What follows belongs to an exercise in optimizing a design on an open flow for small area, a short achievable clock period and few clock cycles per item; a production flow would make more cautious choices. The RTL was checked by simulation tests, not by an equivalence proof against the original design. Power figures rest on the tool's default switching activity, not on a simulated workload.

## oak
==> flow/design.v (excerpt) <==
module dsp_processor(
    input         clk,
    input         nrst,
    input         instr_valid,
    input  [31:0] instr,
    output        instr_ready,
    output        out_valid,
    output [31:0] v1,
    output [31:0] v2,
    output [31:0] v3
);
export LEC_CHECK = 0
export ABC_AREA = 1
export CAP_MARGIN = 20
export CORE_MARGIN = 2
export CORE_UTILIZATION = 40
export PLACE_DENSITY = 0.6
export SLEW_MARGIN = 20
export TNS_END_PERCENT = 10
create_clock -name core_clock -period 10.0 [get_ports {clk}]
standard.sh (not shown) runs the stock make flow with config.mk's settings and CLKGATE_MAP_FILE= SYNTH_SCRIPT=/design/flow/synth_recipe.tcl, a recipe that flattens the netlist after the stock synthesis.
==> flow/flow/run.sh <==
#!/bin/bash
set -euo pipefail
export SETUP_SLACK_MARGIN=7
export BUFFER_PORTS_ARGS="-buffer_cell sky130_fd_sc_hd__buf_2"
export CTS_ARGS="-sink_clustering_enable -repair_clock_nets -dont_use_dummy_load -sink_clustering_size 24 -sink_clustering_max_diameter 120 -buf_list sky130_fd_sc_hd__clkbuf_16"
bash standard.sh > standard.log 2>&1
oak finished every stage and its layout cleared the timing, DRC and antenna checks.
Testbench counts of oak, summed over its fixed seeds: cycles 6,663, instrs 6,427.
Inputs modified between oak and pine:
diff --git a/flow/flow/run.sh b/flow/flow/run.sh
--- a/flow/flow/run.sh
+++ b/flow/flow/run.sh
@@ -2,3 +2,3 @@
 set -euo pipefail
-export SETUP_SLACK_MARGIN=7
+export SETUP_SLACK_MARGIN=6.5
 export BUFFER_PORTS_ARGS="-buffer_cell sky130_fd_sc_hd__buf_2"
diff --git a/flow/config.mk b/flow/config.mk
--- a/flow/config.mk
+++ b/flow/config.mk
@@ -7,8 +7,6 @@
 export LEC_CHECK = 0
-export ABC_AREA = 1
 export CAP_MARGIN = 20
 export CORE_MARGIN = 2
-export CORE_UTILIZATION = 40
-export PLACE_DENSITY = 0.6
+export CORE_UTILIZATION = 55
+export PLACE_DENSITY = 0.72
 export SLEW_MARGIN = 20
-export TNS_END_PERCENT = 10
--- outcome ---
pine vs. oak: register area share after synthesis went up by 2.9 points. | final worst-path cycle share | higher: pine |. Final cell count in pine is 1939 below oak. Relative to oak, cell area after synthesis has decreased by 7.5% in pine.
For birch, these inputs were changed with respect to pine:
diff --git a/flow/config.mk b/flow/config.mk
--- a/flow/config.mk
+++ b/flow/config.mk
@@ -7,6 +7,7 @@
 export LEC_CHECK = 0
+export ABC_AREA = 1
 export CAP_MARGIN = 20
 export CORE_MARGIN = 2
-export CORE_UTILIZATION = 55
-export PLACE_DENSITY = 0.72
+export CORE_UTILIZATION = 40
+export PLACE_DENSITY = 0.6
 export SLEW_MARGIN = 20
--- outcome ---
Relative to pine, worst setup slack after layout increased by 0.74 ns in birch.
Comparing birch and pine, the lower relative contribution of combinational cells to total power is on birch.
birch: all stages complete, timing, DRC and antenna checks passed
Compared with pine, in birch first-iteration DRC count down about 7%; fraction of area in non-clock buffers down 1.7 points; non-clock buffer count down 51; mean number of vias per cell down 19%; number of antenna violations at the first check in global routing up 3.
Relative to pine, the maximum frequency measured on birch has increased by more than 10%.
birch vs pine, wire length on met1 went up by about 30%.
Input-level comparison between maple and birch:
diff --git a/flow/config.mk b/flow/config.mk
--- a/flow/config.mk
+++ b/flow/config.mk
@@ -10,4 +10,4 @@
 export CORE_MARGIN = 2
-export CORE_UTILIZATION = 40
-export PLACE_DENSITY = 0.6
+export CORE_UTILIZATION = 55
+export PLACE_DENSITY = 0.72
 export SLEW_MARGIN = 20
==> summary.txt <==
Against birch, post-route cell area in maple fell by a few percent.
Between birch and maple, the count of multi-input combinational gates does not differ in any meaningful way.
Looking only at layout-stage area growth over the synthesis result, and setting everything else aside, the higher value of birch and maple goes to birch.
Inverter count of the layout excluding clock inverters essentially unchanged between birch and maple.
Reported for birch and maple, number of hold violations in the final report turned out identical to the last digit.
> inputs changed (maple -> cedar)
diff --git a/flow/flow/run.sh b/flow/flow/run.sh
--- a/flow/flow/run.sh
+++ b/flow/flow/run.sh
@@ -2,3 +2,3 @@
 set -euo pipefail
-export SETUP_SLACK_MARGIN=6.5
+export SETUP_SLACK_MARGIN=6
 export BUFFER_PORTS_ARGS="-buffer_cell sky130_fd_sc_hd__buf_2"
diff --git a/flow/config.mk b/flow/config.mk
--- a/flow/config.mk
+++ b/flow/config.mk
@@ -10,4 +10,4 @@
 export CORE_MARGIN = 2
-export CORE_UTILIZATION = 55
-export PLACE_DENSITY = 0.72
+export CORE_UTILIZATION = 40
+export PLACE_DENSITY = 0.6
 export SLEW_MARGIN = 20
Findings:
cedar has area of the die above what maple had. Density: cedar sparser than maple. Comparing maple and cedar, the higher share of post-route cells with drive strength above 1 is on maple.

Setup of job 7632:
dsp_processor again, from the RTL that the note above started with.
export LEC_CHECK = 0
export ABC_AREA = 1
export CAP_MARGIN = 20
export CORE_MARGIN = 2
export CORE_UTILIZATION = 60
export PLACE_DENSITY = 0.76
export SLEW_MARGIN = 20
create_clock -name core_clock -period 10.0 [get_ports {clk}]
==> flow/flow/run.sh <==
#!/bin/bash
set -euo pipefail
export SETUP_SLACK_MARGIN=6.5
export BUFFER_PORTS_ARGS="-buffer_cell sky130_fd_sc_hd__buf_2"
export CTS_ARGS="-sink_clustering_enable -repair_clock_nets -dont_use_dummy_load -sink_clustering_size 24 -sink_clustering_max_diameter 120 -buf_list sky130_fd_sc_hd__clkbuf_16"
bash standard.sh > standard.log 2>&1
Testbench counts of job 7632, summed over its fixed seeds: cycles 6,663, instrs 6,427.
## Diff of input files: job 1350 against job 7632
- putting CTS_BUF_LIST at sky130_fd_sc_hd__clkbuf_4 sky130_fd_sc_hd__clkbuf_8 where nothing was set
- swapping 0.76 for 0.6 in PLACE_DENSITY
- swapping 60 for 40 in CORE_UTILIZATION
==> flow/flow/run.sh <==
#!/bin/bash
set -euo pipefail
export SETUP_SLACK_MARGIN=6.5
export BUFFER_PORTS_ARGS="-buffer_cell sky130_fd_sc_hd__buf_2"
bash standard.sh > standard.log 2>&1
Notes after the runs:
Looking at core region area, job 1350 sits 51% higher than job 7632 does. Side by side, count of vias placed by the detailed router turned out lower in job 1350 than in job 7632. Job 1350 vs. job 7632: clock transition time at the flip-flop clock pins of the worst setup and hold paths went down by 0.05 ns. Pin count of the biggest net entering global routing shrinks by a few percent when moving from job 7632 to job 1350. Re final non-filler cell total: job 7632 was lower than job 1350. Clock skew (job 1350 over job 7632): increase, 0.012 ns. Re cell area after synthesis: no difference whatsoever between job 7632 and job 1350. Higher smallest hold slack goes to job 7632 over job 1350. On job 1350: total setup buffers inserted after CTS is 32 higher than what job 7632 gave. Of job 1350 and job 7632, the run reporting the higher minimum clock period after layout was job 1350. Non-clock buffer instance count of the final layout ended up 2.6% lower on job 1350 than on job 7632.
Edits applied to the flow inputs when going from job 1350 to job 1320:
- swapping 40 for 55 in CORE_UTILIZATION
- swapping 20 for 5 in SLEW_MARGIN
- swapping 0.6 for 0.72 in PLACE_DENSITY
- swapping 20 for 5 in CAP_MARGIN
- clearing CTS_BUF_LIST, which used to be sky130_fd_sc_hd__clkbuf_4 sky130_fd_sc_hd__clkbuf_8
==> flow/flow/run.sh <==
#!/bin/bash
set -euo pipefail
export SETUP_SLACK_MARGIN=6.5
export BUFFER_PORTS_ARGS="-buffer_cell sky130_fd_sc_hd__buf_1"
export CTS_ARGS="-sink_clustering_enable -repair_clock_nets -dont_use_dummy_load -sink_clustering_size 24 -sink_clustering_max_diameter 120 -buf_list sky130_fd_sc_hd__clkbuf_16"
bash standard.sh > standard.log 2>&1
Findings:
- Final-layout clock buffer total on job 1320 is down relative to job 1350.
- Summary — fill cell total of the finished layout, job 1320 relative to job 1350: lower, by about 33%.
- Compared with job 1350, job 1320 ends up with less cell area.
- Job 1320 ends up with higher worst reg-to-reg setup slack than job 1350 does.
- Job 1350 → job 1320: maximum operating frequency picked up an extra about 1.1%; initial core utilization picked up an extra 15 points; non-clock buffer instance count of the final layout picked up an extra 11.
- Between job 1350 and job 1320, final cycle utilization of the critical path decreased.
- Routed wirelength normalized by instance count (lower): job 1350
### job 1320 -> job 3745
- a change of SLEW_MARGIN from 5 to 20
- a change of CAP_MARGIN from 5 to 20
==> flow/flow/run.sh <==
#!/bin/bash
set -euo pipefail
export SETUP_SLACK_MARGIN=6.75
export BUFFER_PORTS_ARGS="-buffer_cell sky130_fd_sc_hd__buf_2"
export CTS_ARGS="-sink_clustering_enable -repair_clock_nets -dont_use_dummy_load -sink_clustering_size 24 -sink_clustering_max_diameter 120 -buf_list sky130_fd_sc_hd__clkbuf_16"
bash standard.sh > standard.log 2>&1
==> comparison <==
Final period utilization essentially unchanged between job 1320 and job 3745.
Compared with job 1320, in job 3745 routed wire length per instance now sits higher; post-route clock skew now sits lower; fraction of final layout cells sized beyond drive strength 1 now sits higher.
Wire length (job 3745 vs. job 1320) increases by a few percent
Hold slack was higher in the run labelled job 3745.
Diff job 1320 -> job 3745: design area rose 5.2%, layout buffering overhead excluding clock cells rose 2.0 points.

-- afterwards: timing with drivers on the ports --
No port has a modelled driver above. Below, the same layouts with a new extraction and two added sets of constraints.
Step 1 sets driving cells, clkbuf_16 on the clock port and buf_2 on the other inputs (assumed; they add their load-dependent delay and slew).
Step 2 adds t to the input delays and takes it off the output delays; t is the mean of the earliest and latest rising clock arrival at the registers after step 1. Input paths then give back, and output paths get back, about the clock's delay inside the block.
a / b / c = ideal ports / drivers / drivers and shift; a / b = the first two.
| run | t (ns) | slack for setup (ns) | hold slack, ns | latest minus earliest clock arrival (ns) | worst data-port slew with drivers (ns) |
|---|---|---|---|---|---|
| oak | 0.731 | 6.386 / 6.386 / 6.207 | 0.415 / 0.415 / 0.415 | 0.106 / 0.106 | 0.06 |
| pine | 0.677 | 5.528 / 5.528 / 5.528 | 0.437 / 0.437 / 0.437 | 0.054 / 0.054 | 0.03 |
| birch | 0.693 | 6.265 / 6.265 / 6.142 | 0.350 / 0.350 / 0.350 | 0.158 / 0.158 | 0.06 |
| maple | 0.689 | 6.497 / 6.497 / 6.273 | 0.447 / 0.447 / 0.447 | 0.070 / 0.070 | 0.04 |
| cedar | 0.689 | 5.951 / 5.951 / 5.951 | 0.395 / 0.395 / 0.395 | 0.110 / 0.110 | 0.06 |
| job 7632 | 0.681 | 6.373 / 6.373 / 6.257 | 0.439 / 0.439 / 0.439 | 0.054 / 0.054 | 0.03 |
| job 1350 | 0.816 | 6.364 / 6.364 / 6.162 | 0.409 / 0.409 / 0.409 | 0.064 / 0.064 | 0.06 |
| job 1320 | 0.684 | 6.404 / 6.404 / 6.259 | 0.445 / 0.445 / 0.445 | 0.067 / 0.067 | 0.03 |
| job 3745 | 0.691 | 6.408 / 6.408 / 6.207 | 0.463 / 0.463 / 0.463 | 0.052 / 0.052 | 0.03 |
After both steps every run listed still meets setup and hold. The setup slack of maple, which loses most, moves by 0.000 ns with the drivers and by -0.224 ns with both steps.
